What follows belongs to an exercise in optimizing a design on an open flow for small area and a short achievable clock period; a production flow would make more cautious choices.
RTL that was checked went through simulation tests only; none was proved equivalent to the original.

Setup of run 1:
Design PWM_duty_cycle, start of the top module:
module PWM_duty_cycle (
    input clk,
    input rst,
    input pwm_in,
    output reg [7:0] duty_cycle
);
Size: roughly 71 flip-flops, ~11 I/O pins, about 15000 sq um of cells after synthesis.
Settings: LEC_CHECK=0, CAP_MARGIN=20, CORE_MARGIN=2, CORE_UTILIZATION=70, SLEW_MARGIN=20; clock period 110.0 ns.
run.sh (not shown) runs the stock make flow with config.mk's settings and CLKGATE_MAP_FILE= SYNTH_SCRIPT=/design/flow/synth_recipe.tcl, a recipe that flattens the netlist after the stock synthesis.
The final layout from run 1, which completed every stage, passed the timing, design-rule and antenna checks at the end of the flow.
## Diff of input files: run 2 against run 1
- CORE_UTILIZATION changed from 70 to 40
Findings:
Die height: run 2 vs run 1 up about 30%. | period utilization | higher: run 1 |. Between run 1 and run 2, the number of clock buffers in the layout is higher for run 2.
Function was not checked in any run of this note: the RTL went through the layout flow alone.


Another version of the RTL of PWM_duty_cycle (not shown whole).
Size in the first run: ~86 flip-flops, about 11 I/O pins, ~14000 um^2 of cells after synthesis.
Settings: LEC_CHECK=0, CAP_MARGIN=80, CORE_MARGIN=2, CORE_UTILIZATION=40, SLEW_MARGIN=80; clock period 110.0 ns.
Rerun with:
--- a/flow/config.mk
+++ b/flow/config.mk
@@ -6,6 +6,6 @@
 export NUM_CORES = 4
 export LEC_CHECK = 0
-export CAP_MARGIN = 80
+export CAP_MARGIN = 20
 export CORE_MARGIN = 2
 export CORE_UTILIZATION = 40
-export SLEW_MARGIN = 80
+export SLEW_MARGIN = 20
=> The new run finished with timing, DRC and antenna clean; final cell count came out lower by 3.8%; global-route usage goes down by 0.74 points; via count goes down by about 4%; die area does not change; synthesized area does not change; setup slack degrades by 0.63 ns; critical path depth falls by 1.


PWM_duty_cycle, a different RTL version from the one above (not shown whole).
Size in the first run: about 1500 cells after synthesis, about 86 flip-flops, roughly 11 I/O pins, about 14000 sq um of cells after synthesis.
export LEC_CHECK = 0
export CAP_MARGIN = 20
export CORE_MARGIN = 2
export CORE_UTILIZATION = 40
export SLEW_MARGIN = 60
create_clock -name core_clock -period 110.0 [get_ports {clk}]
The baseline finished clean.
==> next run, changes <==
--- a/flow/config.mk
+++ b/flow/config.mk
@@ -9,3 +9,3 @@
 export CORE_MARGIN = 2
 export CORE_UTILIZATION = 40
-export SLEW_MARGIN = 60
+export SLEW_MARGIN = 20
Cell area shrinks slightly.
Setup slack gains 0.056 ns.
Synthesized area stays the same.
==> next run, changes <==
--- a/flow/config.mk
+++ b/flow/config.mk
@@ -9,3 +9,5 @@
 export CORE_MARGIN = 2
 export CORE_UTILIZATION = 40
+export CTS_BUF_LIST = sky130_fd_sc_hd__clkbuf_4 sky130_fd_sc_hd__clkbuf_8
+export GPL_TIMING_DRIVEN = 0
 export SLEW_MARGIN = 20
What happened: Worst setup slack gets better by 0.080 ns. Global-route usage is higher by 1.1 points. Wire length is higher by a few percent. Synthesized cell count does not change. Die area does not change. Clock skew is higher by 0.0061 ns.
==> next run, changes <==
--- a/flow/config.mk
+++ b/flow/config.mk
@@ -9,5 +9,4 @@
 export CORE_MARGIN = 2
 export CORE_UTILIZATION = 40
-export CTS_BUF_LIST = sky130_fd_sc_hd__clkbuf_4 sky130_fd_sc_hd__clkbuf_8
-export GPL_TIMING_DRIVEN = 0
+export CTS_BUF_LIST = sky130_fd_sc_hd__clkbuf_8
 export SLEW_MARGIN = 20
First-iteration DRC count climbs by a quarter to a third.
Final cell count drops slightly.
Core utilization drops by 0.21 points.
Clock skew is about the same.
Count of clock-buffer cells in the layout does not change.
Worst setup slack degrades by 0.046 ns.
Maximum frequency stays flat.
Cell area drops slightly.
Routed wire length drops by a few percent.
Register-to-register slack improves by 0.97 ns.


P:
Another version of the RTL of PWM_duty_cycle (not shown whole).
Size: about 0.014 mm^2 of cells after synthesis.
## PWM_duty_cycle
module PWM_duty_cycle (
    input clk,
    input rst,
    input pwm_in,
    output reg [7:0] duty_cycle
);
make LEC_CHECK=0 CAP_MARGIN=20 CORE_MARGIN=2 CORE_UTILIZATION=40 SLEW_MARGIN=20 SYNTH_HIERARCHICAL=1 finish   # period 110.0 ns
[inputs] Q vs P
- SLEW_MARGIN now 60, was 20
## What came out
Compared with P, Q shows highest clock rate higher by 0.76 MHz. On setup slack: between P and Q, it ends up lower for P. Any difference in clock skew between Q and P is small enough to ignore. In Q the hold slack turned out 0.0051 ns lower than in P.
Relative to Q, the following input files were edited for R:
- CTS_BUF_LIST: unset -> sky130_fd_sc_hd__clkbuf_4 sky130_fd_sc_hd__clkbuf_8
[summary]
Non-clock buffer share of cell area delta (R -> Q): insignificant
Relative max-transition margin for R is higher than for Q.
No run of this note included a check of the RTL's function; only the layout flow was run.

-- static timing again, ports no longer ideal --
The results above use ideal ports. As a check the final layouts listed here were re-extracted and re-timed, cells and wires unchanged. Step 1, drivers: a clkbuf_16 drives clk and a buf_2 each remaining input, both assumed. Step 2 adds t to the input delays and takes it off the output delays; t is the mean of the earliest and latest rising clock arrival at the registers after step 1. Input paths then give back, and output paths get back, about the clock's delay inside the block. Three values: no drivers, after step 1, after step 2; two values: the first two.
| run | t, ns | setup WS [ns] | hold slack, ns | worst setup path after step 2 |
|---|---|---|---|---|
| run 1 | 0.395 | 85.564 / 85.591 / 85.196 | 0.481 / 0.481 / 0.481 | input to register |
| run 2 | 0.402 | 85.858 / 85.890 / 85.489 | 0.483 / 0.483 / 0.483 | input to register |
| the first run of note 2 | 0.403 | 86.739 / 86.695 / 86.368 | 0.485 / 0.485 / 0.485 | input to register |
| the second run of note 2 | 0.409 | 86.110 / 86.141 / 85.732 | 0.479 / 0.479 / 0.479 | input to register |
| the first run of note 3 | 0.399 | 86.113 / 86.140 / 85.742 | 0.467 / 0.467 / 0.467 | input to register |
| the second run of note 3 | 0.402 | 86.169 / 86.197 / 85.795 | 0.462 / 0.462 / 0.462 | input to register |
| the third run of note 3 | 0.428 | 86.249 / 86.275 / 85.847 | 0.474 / 0.474 / 0.474 | input to register |
| the fourth run of note 3 | 0.429 | 86.203 / 86.228 / 85.799 | 0.467 / 0.467 / 0.467 | input to register |
| P | 0.402 | 86.326 / 86.354 / 85.952 | 0.489 / 0.489 / 0.489 | input to register |
| Q | 0.407 | 86.745 / 86.698 / 86.743 | 0.484 / 0.484 / 0.484 | input to register |
| R | 0.424 | 86.708 / 86.665 / 86.758 | 0.492 / 0.492 / 0.492 | input to register |
After both steps every run listed still meets setup and hold. For the fourth run of note 3, which loses most, drivers alone change the setup slack by +0.025 ns; drivers and shift together by -0.404 ns.
